This is an optimization exercise on Yosys and OpenROAD, whose aim is small area and a short achievable clock period, not a production implementation.
Where RTL was checked, it was by simulation tests only, not by an equivalence proof against the original.
Power figures rest on the tool's default switching activity, not on a simulated workload.

Design ALU_TOP, start of the top module:
module ALU_TOP #(parameter Width = 16)
(
  input  [Width-1:0] A,
  input  [Width-1:0] B,
  input  [3:0]       ALU_FUN,
  input              CLK,
  input              RST,
  output [Width-1:0] Arith_OUT,
  output             Arith_Flag,
  output             Carry_OUT,
  output [Width-1:0] Logic_Out,
  output             Logic_Flag,
  output [Width-1:0] CMP_OUT,
  output             CMP_Flag,
  output             Shift_Flag,
  output [Width-1:0] Shift_OUT
);
==> flow/config.mk <==
export PLATFORM = sky130hd
export DESIGN_NAME = ALU_TOP
export DESIGN_NICKNAME = ALU_TOP
export VERILOG_FILES = /design/flow/design.v
export SDC_FILE = /design/flow/constraint.sdc
export NUM_CORES = 4
export LEC_CHECK = 0
export ABC_AREA = 1
export CAP_MARGIN = 20
export CORE_MARGIN = 2
export CORE_UTILIZATION = 55
export CTS_BUF_LIST = sky130_fd_sc_hd__clkbuf_8
export SLEW_MARGIN = 20
==> flow/constraint.sdc <==
create_clock -name core_clock -period 32.0 [get_ports {CLK}]
set_input_delay 6.4000 -clock core_clock [delete_from_list [all_inputs] [get_ports {CLK}]]
set_output_delay 6.4000 -clock core_clock [all_outputs]
set_load 0.01 [all_outputs]
standard.sh (not shown) runs the stock make flow with config.mk's settings and CLKGATE_MAP_FILE= SYNTH_SCRIPT=/design/flow/synth_recipe.tcl, a recipe that flattens the netlist after the stock synthesis.
==> flow/flow/run.sh <==
#!/bin/bash
# The standard layout, with two changes: synthesis leaves the adders to abc
# (no full/half-adder cells are extracted; registers are untouched), and the
# ports are buffered with the smallest buffer.
export BUFFER_PORTS_ARGS="-buffer_cell sky130_fd_sc_hd__buf_1"
bash standard.sh ADDER_MAP_FILE= finish > standard.log 2>&1
Rerun with:
--- a/flow/flow/run.sh
+++ b/flow/flow/run.sh
@@ -4,3 +4,3 @@
 # ports are buffered with the smallest buffer.
 export BUFFER_PORTS_ARGS="-buffer_cell sky130_fd_sc_hd__buf_1"
-bash standard.sh ADDER_MAP_FILE= finish > standard.log 2>&1
+bash standard.sh ADDER_MAP_FILE= SETUP_SLACK_MARGIN=16 finish > standard.log 2>&1
- CORE_UTILIZATION: 55 -> 40
After rerunning: The changed run finished with timing, DRC and antenna clean. Design area went up by well over a third. Clock-buffer cell count went up by 1. Via count went up by about a fifth. Synthesized area does not change. Hold slack degrades by 0.021 ns. Routed wire length went up by a quarter to a third. Worst setup slack improves by 1.9 ns. Combinational power went up by well over a third. First-iteration DRC count went up by well over a third.
Rerun with:
==> flow/flow/run.sh (replaced) <==
#!/bin/bash
export BUFFER_PORTS_ARGS="-buffer_cell sky130_fd_sc_hd__buf_1"
cp -r "$FLOW_HOME/scripts" ./scripts_abc
printf 'strash\ndc2\ndch\nmap -B 0.9\ntopo\nstime -c\nbuffer -c\nupsize -c\ndnsize -c\n' > scripts_abc/abc_area.script
bash standard.sh SCRIPTS_DIR=$PWD/scripts_abc ADDER_MAP_FILE= SETUP_SLACK_MARGIN=12.5 finish > standard.log 2>&1
Effect: Fmax shrinks by 14%. Sequential power grows by about 0.5%. Power shrinks by 26%. Die area shrinks by 12%.
Rerun with:
==> flow/flow/run.sh (replaced) <==
#!/bin/bash
# The standard layout (standard.sh, all ORFS steps), with three changes:
# - synthesis leaves the adders to abc (ADDER_MAP_FILE empty: no full/half
#   adder cells are extracted; registers are untouched);
# - the ports are buffered with the smallest buffer (buf_1);
# - repair_timing aims for 14 ns of setup slack, which makes it size up the
#   critical paths although the 32 ns clock is met.
# All of the tools' output goes to standard.log; ORFS's own logs stay under
# orfs/logs.
export BUFFER_PORTS_ARGS="-buffer_cell sky130_fd_sc_hd__buf_1"
bash standard.sh ADDER_MAP_FILE= SETUP_SLACK_MARGIN=14 finish > standard.log 2>&1
- TNS_END_PERCENT: default -> 10
Outcome: The new run finished with timing, DRC and antenna clean. Synthesized cell count came out higher by 32%. Via count came out higher by 19%. Area after synthesis came out higher by 14%. Utilization came out lower by 6.8 points. Total power came out lower by 2.0%. Flip-flop and latch count stays the same. Fmax came out higher by 13%.
Rerun with:
==> flow/flow/run.sh (replaced) <==
#!/bin/bash
# The standard layout, with two changes: synthesis leaves the adders to abc
# (no full/half-adder cells are extracted; registers are untouched), and the
# ports are buffered with the smallest buffer.
export BUFFER_PORTS_ARGS="-buffer_cell sky130_fd_sc_hd__buf_1"
bash standard.sh ADDER_MAP_FILE= finish > standard.log 2>&1
- TNS_END_PERCENT: 10 -> default
What happened: The new run went through all stages and came out clean; routed wire length went down by 2.2%; cell count decreases by 0.79%; count of clock-buffer cells in the layout is unchanged; total power drops by 2.2%.
Rerun with:
==> flow/flow/run.sh (replaced) <==
#!/bin/bash
# The standard layout (standard.sh, all ORFS steps), with three changes:
# - synthesis leaves the adders to abc (ADDER_MAP_FILE empty: no full/half
#   adder cells are extracted; registers are untouched);
# - the ports are buffered with the smallest buffer (buf_1);
# - repair_timing aims for 14 ns of setup slack, which makes it size up the
#   critical paths although the 32 ns clock is met.
# All of the tools' output goes to standard.log; ORFS's own logs stay under
# orfs/logs.
export BUFFER_PORTS_ARGS="-buffer_cell sky130_fd_sc_hd__buf_1"
bash standard.sh ADDER_MAP_FILE= SETUP_SLACK_MARGIN=14 RECOVER_POWER=100 finish > standard.log 2>&1
The new run finished but fails on max-capacitance violations, max-slew violations.
Power is higher by 1.2%.
Wire length went up by 2.2%.
Die area stays the same.


Starting RTL as in the previous note.
==> flow/design.v (excerpt) <==
module ALU_TOP #(parameter Width = 16)
(
  input  [Width-1:0] A,
  input  [Width-1:0] B,
  input  [3:0]       ALU_FUN,
  input              CLK,
  input              RST,
  output [Width-1:0] Arith_OUT,
  output             Arith_Flag,
  output             Carry_OUT,
  output [Width-1:0] Logic_Out,
  output             Logic_Flag,
  output [Width-1:0] CMP_OUT,
  output             CMP_Flag,
  output             Shift_Flag,
  output [Width-1:0] Shift_OUT
);
Settings: LEC_CHECK=0, ABC_AREA=1, CAP_MARGIN=20, CORE_MARGIN=2, CORE_UTILIZATION=40, CTS_BUF_LIST=sky130_fd_sc_hd__clkbuf_8, SLEW_MARGIN=20; clock period 32.0 ns.
==> flow/flow/run.sh <==
#!/bin/bash
# The standard layout (standard.sh, all ORFS steps), with three changes:
# - synthesis leaves the adders to abc (ADDER_MAP_FILE empty: no full/half
#   adder cells are extracted; registers are untouched);
# - the ports are buffered with the smallest buffer (buf_1);
# - repair_timing aims for 14 ns of setup slack, which makes it size up the
#   critical paths although the 32 ns clock is met.
# All of the tools' output goes to standard.log; ORFS's own logs stay under
# orfs/logs.
export BUFFER_PORTS_ARGS="-buffer_cell sky130_fd_sc_hd__buf_1"
bash standard.sh ADDER_MAP_FILE= SETUP_SLACK_MARGIN=14 finish > standard.log 2>&1
The first run ran to the end with no violations.
==> next run, changes <==
--- a/flow/flow/run.sh
+++ b/flow/flow/run.sh
@@ -10,2 +10,2 @@
 export BUFFER_PORTS_ARGS="-buffer_cell sky130_fd_sc_hd__buf_1"
-bash standard.sh ADDER_MAP_FILE= SETUP_SLACK_MARGIN=14 finish > standard.log 2>&1
+bash standard.sh ADDER_MAP_FILE= SETUP_SLACK_MARGIN=14.5 finish > standard.log 2>&1
CTS_BUF_LIST = sky130_fd_sc_hd__clkbuf_16   (was sky130_fd_sc_hd__clkbuf_8)
Outcome: The new run completed with no timing, DRC or antenna violations; global-route usage stays flat; sequential share of layout area decreases by 0.30 points; sequential power increases by about 0.8%; total power increases by 6.1%; via count increases by about 1.1%; synthesized cell count is unchanged.
==> next run, changes <==
==> flow/flow/run.sh (replaced) <==
#!/bin/bash
# The standard layout, with two changes: synthesis leaves the adders to abc
# (no full/half-adder cells are extracted; registers are untouched), and the
# ports are buffered with the smallest buffer.
export BUFFER_PORTS_ARGS="-buffer_cell sky130_fd_sc_hd__buf_1"
bash standard.sh ADDER_MAP_FILE= SETUP_SLACK_MARGIN=15 finish > standard.log 2>&1
CTS_BUF_LIST = sky130_fd_sc_hd__clkbuf_8   (was sky130_fd_sc_hd__clkbuf_16)
TNS_END_PERCENT = 0   (was default)
Outcome: The changed run produced a layout that fails on capacitance limit, slew limit. Total power came out higher by 5.2%. Die area does not change. Area after synthesis does not change. Non-clock buffer count came out higher by 47. Worst setup slack gets better by 0.12 ns. Global-route usage came out higher by 0.35 points. Design area came out higher by 8.2%. Via count came out higher by 2.8%. Sequential power came out lower by about 2%. Clock power came out lower by 25%.
==> next run, changes <==
==> flow/flow/run.sh (replaced) <==
#!/bin/bash
# The standard layout (standard.sh, all ORFS steps), with three changes:
# - synthesis leaves the adders to abc (ADDER_MAP_FILE empty: no full/half
#   adder cells are extracted; registers are untouched);
# - the ports are buffered with the smallest buffer (buf_1);
# - repair_timing aims for 14 ns of setup slack, which makes it size up the
#   critical paths although the 32 ns clock is met.
# All of the tools' output goes to standard.log; ORFS's own logs stay under
# orfs/logs.
export BUFFER_PORTS_ARGS="-buffer_cell sky130_fd_sc_hd__buf_1"
bash standard.sh ADDER_MAP_FILE= SETUP_SLACK_MARGIN=14 finish > standard.log 2>&1
CTS_BUF_LIST = sky130_fd_sc_hd__clkbuf_16   (was sky130_fd_sc_hd__clkbuf_8)
TNS_END_PERCENT = default   (was 0)
Now the flow went through all stages and came out clean. Cell area decreases by roughly a tenth. Total power decreases by a little under a tenth. Sequential power increases slightly. Non-clock buffer count decreases by 64. Wire length decreases by a few percent. Clock-buffer cell count decreases by 1. Final cell count decreases by a few percent. First-iteration DRC count decreases by roughly a tenth. Utilization decreases by 5.8 points. Fmax decreases by a few percent.


ALU_TOP, a different RTL version from the one above (not shown whole).
Size in the first run: ~2100 cells after synthesis, about 47 flip-flops, ~110 I/O pins, about 0.011 mm^2 of cells after synthesis.
==> flow/config.mk <==
export PLATFORM = sky130hd
export DESIGN_NAME = ALU_TOP
export DESIGN_NICKNAME = ALU_TOP
export VERILOG_FILES = /design/flow/design.v
export SDC_FILE = /design/flow/constraint.sdc
export NUM_CORES = 4
export LEC_CHECK = 0
export ABC_AREA = 1
export CAP_MARGIN = 20
export CORE_MARGIN = 2
export CORE_UTILIZATION = 40
export CTS_BUF_LIST = sky130_fd_sc_hd__clkbuf_8
export SLEW_MARGIN = 20
==> flow/constraint.sdc <==
create_clock -name core_clock -period 32.0 [get_ports {CLK}]
set_input_delay 6.4000 -clock core_clock [delete_from_list [all_inputs] [get_ports {CLK}]]
set_output_delay 6.4000 -clock core_clock [all_outputs]
set_load 0.01 [all_outputs]
==> flow/flow/run.sh <==
#!/bin/bash
# The standard layout (standard.sh, all ORFS steps), with three changes:
# - synthesis leaves the adders to abc (ADDER_MAP_FILE empty: no full/half
#   adder cells are extracted; registers are untouched);
# - the ports are buffered with the smallest buffer (buf_1);
# - repair_timing aims for 14 ns of setup slack, which makes it size up the
#   critical paths although the 32 ns clock is met.
# All of the tools' output goes to standard.log; ORFS's own logs stay under
# orfs/logs.
export BUFFER_PORTS_ARGS="-buffer_cell sky130_fd_sc_hd__buf_1"
bash standard.sh ADDER_MAP_FILE= SETUP_SLACK_MARGIN=14 finish > standard.log 2>&1
Next try:
--- a/flow/flow/run.sh
+++ b/flow/flow/run.sh
@@ -10,2 +10,2 @@
 export BUFFER_PORTS_ARGS="-buffer_cell sky130_fd_sc_hd__buf_1"
-bash standard.sh ADDER_MAP_FILE= SETUP_SLACK_MARGIN=14 finish > standard.log 2>&1
+bash standard.sh ADDER_MAP_FILE= SETUP_SLACK_MARGIN=13.5 finish > standard.log 2>&1
The new run completed without violations. Worst setup slack got worse by 430 ps. Wire length is lower by 1.4%. Clock power hardly moves. Die area stays the same. Critical path depth is lower by 3.
Function was not checked in any run of this note: the RTL went through the layout flow alone.


ALU_TOP with an RTL version that a note above also has.
Size in the first run: ~2100 cells after synthesis, roughly 110 I/O pins, roughly 0.011 sq mm of cells after synthesis.
==> flow/config.mk <==
export PLATFORM = sky130hd
export DESIGN_NAME = ALU_TOP
export DESIGN_NICKNAME = ALU_TOP
export VERILOG_FILES = /design/flow/design.v
export SDC_FILE = /design/flow/constraint.sdc
export NUM_CORES = 4
export LEC_CHECK = 0
export ABC_AREA = 1
export CAP_MARGIN = 20
export CORE_MARGIN = 2
export CORE_UTILIZATION = 40
export SLEW_MARGIN = 20
==> flow/constraint.sdc <==
create_clock -name core_clock -period 32.0 [get_ports {CLK}]
set_input_delay 6.4000 -clock core_clock [delete_from_list [all_inputs] [get_ports {CLK}]]
set_output_delay 6.4000 -clock core_clock [all_outputs]
set_load 0.01 [all_outputs]
==> flow/flow/run.sh <==
#!/bin/bash
# The standard layout (standard.sh, all ORFS steps), with three changes:
# - synthesis leaves the adders to abc (ADDER_MAP_FILE empty: no full/half
#   adder cells are extracted; registers are untouched);
# - the ports are buffered with the smallest buffer (buf_1);
# - repair_timing aims for 14 ns of setup slack, which makes it size up the
#   critical paths although the 32 ns clock is met.
# All of the tools' output goes to standard.log; ORFS's own logs stay under
# orfs/logs.
export BUFFER_PORTS_ARGS="-buffer_cell sky130_fd_sc_hd__buf_1"
bash standard.sh ADDER_MAP_FILE= SETUP_SLACK_MARGIN=14.4 finish > standard.log 2>&1
The first run completed with no timing, DRC or antenna violations.
Then changed:
--- a/flow/flow/run.sh
+++ b/flow/flow/run.sh
@@ -11 +11 @@
-bash standard.sh ADDER_MAP_FILE= SETUP_SLACK_MARGIN=14.4 finish > standard.log 2>&1
+bash standard.sh ADDER_MAP_FILE= SETUP_SLACK_MARGIN=14 finish > standard.log 2>&1
--- a/flow/config.mk
+++ b/flow/config.mk
@@ -9 +9 @@
-export CAP_MARGIN = 20
+export CAP_MARGIN = 0
@@ -12 +12,2 @@
-export SLEW_MARGIN = 20
+export CTS_BUF_LIST = sky130_fd_sc_hd__clkbuf_8
+export SLEW_MARGIN = 0
Non-clock buffer count decreases by 13. Worst setup slack loses 0.34 ns. Count of clock-buffer cells in the layout is unchanged. Flip-flop and latch count stays the same. Power decreases by a few percent. Worst hold slack loses 0.028 ns. First-iteration DRC count increases by a little under a tenth. Synthesized area is unchanged.
Then changed:
==> flow/flow/run.sh (replaced) <==
#!/bin/bash
export BUFFER_PORTS_ARGS="-buffer_cell sky130_fd_sc_hd__buf_1"
cp -r "$FLOW_HOME/scripts" ./scripts_abc
printf 'strash\ndc2\ndch\nmap -B 0.9\ntopo\nstime -c\nbuffer -c\nupsize -c\ndnsize -c\n' > scripts_abc/abc_area.script
bash standard.sh SCRIPTS_DIR=$PWD/scripts_abc ADDER_MAP_FILE= SETUP_SLACK_MARGIN=13.5 finish > standard.log 2>&1
--- a/flow/config.mk
+++ b/flow/config.mk
@@ -9 +9 @@
-export CAP_MARGIN = 0
+export CAP_MARGIN = 20
@@ -13 +13 @@
-export SLEW_MARGIN = 0
+export SLEW_MARGIN = 20
- design area rises by 23%
- non-clock buffer count rises by 303
- via count falls by 4.7%
- die area fell by 12%
- clock-buffer cell count went down by 1
- worst setup slack degrades by 2.6 ns
Then changed:
==> flow/flow/run.sh (replaced) <==
#!/bin/bash
# The standard layout (standard.sh, all ORFS steps), with three changes:
# - synthesis leaves the adders to abc (ADDER_MAP_FILE empty: no full/half
#   adder cells are extracted; registers are untouched);
# - the ports are buffered with the smallest buffer (buf_1);
# - repair_timing aims for 14 ns of setup slack, which makes it size up the
#   critical paths although the 32 ns clock is met.
# All of the tools' output goes to standard.log; ORFS's own logs stay under
# orfs/logs.
export BUFFER_PORTS_ARGS="-buffer_cell sky130_fd_sc_hd__buf_1"
bash standard.sh ADDER_MAP_FILE= SETUP_SLACK_MARGIN=14.5 finish > standard.log 2>&1
- worst setup slack improves by 2.9 ns
- routed wire length came out lower by 3.9%
- first-iteration DRC count came out lower by 4.8%
- count of clock-buffer cells in the layout came out higher by 1
- global-route usage came out lower by 3.1 points
- critical path depth came out lower by 37
- power came out lower by 18%
Then changed:
--- a/flow/flow/run.sh
+++ b/flow/flow/run.sh
@@ -11 +11 @@
-bash standard.sh ADDER_MAP_FILE= SETUP_SLACK_MARGIN=14.5 finish > standard.log 2>&1
+bash standard.sh ADDER_MAP_FILE= SETUP_SLACK_MARGIN=14 finish > standard.log 2>&1
--- a/flow/config.mk
+++ b/flow/config.mk
@@ -9 +9 @@
-export CAP_MARGIN = 20
+export CAP_MARGIN = 0
@@ -11 +11 @@
-export CORE_UTILIZATION = 40
+export CORE_UTILIZATION = 55
@@ -13 +13 @@
-export SLEW_MARGIN = 20
+export SLEW_MARGIN = 0
After rerunning: Wire length is lower by 6.6%; critical path depth came out lower by 2; synthesized area is unchanged; design area drops by 5.4%; clock-buffer cell count went down by 1; power went down by 4.4%; final cell count fell by 4.0%; clock power goes down by 9.2%; utilization climbs by 14 points; setup slack degrades by 0.18 ns; non-clock buffer count shrinks by 19.
Then changed:
--- a/flow/flow/run.sh
+++ b/flow/flow/run.sh
@@ -11 +11 @@
-bash standard.sh ADDER_MAP_FILE= SETUP_SLACK_MARGIN=14 finish > standard.log 2>&1
+bash standard.sh ADDER_MAP_FILE= SETUP_SLACK_MARGIN=13 finish > standard.log 2>&1
--- a/flow/config.mk
+++ b/flow/config.mk
@@ -9 +9 @@
-export CAP_MARGIN = 0
+export CAP_MARGIN = 20
@@ -11 +11 @@
-export CORE_UTILIZATION = 55
+export CORE_UTILIZATION = 40
@@ -13 +13 @@
-export SLEW_MARGIN = 0
+export SLEW_MARGIN = 20
=> The new run went through all stages and came out clean. Power drops by 0.98%. Final area is lower by 2.3%. Sequential share of layout area grows by 0.17 points. Combinational power decreases by about 3%. Final cell count grows by 2.2%. Synthesized area does not change. Critical path depth goes down by 7. Worst setup slack got worse by 0.80 ns.

[static timing again, ports no longer ideal]
The results above use ideal ports. As a check the final layouts listed here were re-extracted and re-timed, cells and wires unchanged.
Step 1 (the two cells are an assumption about what drives the block):
set clk [get_ports {CLK}]
set_driving_cell -lib_cell sky130_fd_sc_hd__clkbuf_16 $clk
set_driving_cell -lib_cell sky130_fd_sc_hd__buf_2 [delete_from_list [all_inputs] $clk]
Step 2 also shifts input and output timing later by t, the mid clock arrival at the registers, as if the neighbouring blocks saw the same clock.
Three values: no drivers, after step 1, after step 2; two values: the first two.
run | t (ns) | setup WS [ns] | clock arrival spread, ns | worst register clock-pin slew, ns | worst data-port slew with drivers (ns)
the first run of note 1 | 0.331 | 13.371 / 13.338 / 13.668 | 0.012 / 0.013 | 0.09 / 0.09 | 0.04
the second run of note 1 | 0.353 | 15.254 / 15.218 / 15.571 | 0.012 / 0.013 | 0.09 / 0.09 | 0.08
the third run of note 1 | 0.338 | 12.571 / 12.537 / 12.875 | 0.014 / 0.014 | 0.09 / 0.09 | 0.04
the fourth run of note 1 | 0.348 | 14.775 / 14.741 / 15.088 | 0.011 / 0.011 | 0.09 / 0.09 | 0.09
the fifth run of note 1 | 0.348 | 13.236 / 13.202 / 13.550 | 0.014 / 0.014 | 0.10 / 0.10 | 0.09
the sixth run of note 1 | 0.347 | 9.831 / 9.797 / 10.143 | 0.013 / 0.013 | 0.09 / 0.09 | 0.09
the first run of note 2 | 0.348 | 14.775 / 14.741 / 15.088 | 0.011 / 0.011 | 0.09 / 0.09 | 0.09
the second run of note 2 | 0.336 | 15.016 / 14.975 / 15.311 | 0.010 / 0.010 | 0.07 / 0.07 | 0.09
the third run of note 2 | 0.350 | 15.140 / 15.105 / 15.456 | 0.013 / 0.013 | 0.10 / 0.10 | 0.09
the fourth run of note 2 | 0.333 | 14.593 / 14.553 / 14.886 | 0.009 / 0.010 | 0.07 / 0.07 | 0.09
the first run of note 3 | 0.353 | 14.817 / 14.780 / 15.133 | 0.022 / 0.023 | 0.11 / 0.11 | 0.04
the second run of note 3 | 0.357 | 14.390 / 14.353 / 14.710 | 0.022 / 0.022 | 0.12 / 0.12 | 0.04
the first run of note 4 | 0.334 | 15.117 / 15.077 / 15.411 | 0.008 / 0.008 | 0.07 / 0.07 | 0.09
the second run of note 4 | 0.348 | 14.775 / 14.741 / 15.088 | 0.011 / 0.011 | 0.09 / 0.09 | 0.09
the third run of note 4 | 0.344 | 12.165 / 12.132 / 12.476 | 0.013 / 0.013 | 0.09 / 0.09 | 0.04
the fourth run of note 4 | 0.347 | 15.086 / 15.052 / 15.399 | 0.012 / 0.012 | 0.09 / 0.09 | 0.09
the fifth run of note 4 | 0.332 | 14.904 / 14.871 / 15.203 | 0.012 / 0.011 | 0.09 / 0.09 | 0.04
the sixth run of note 4 | 0.348 | 14.101 / 14.067 / 14.414 | 0.014 / 0.013 | 0.10 / 0.10 | 0.09
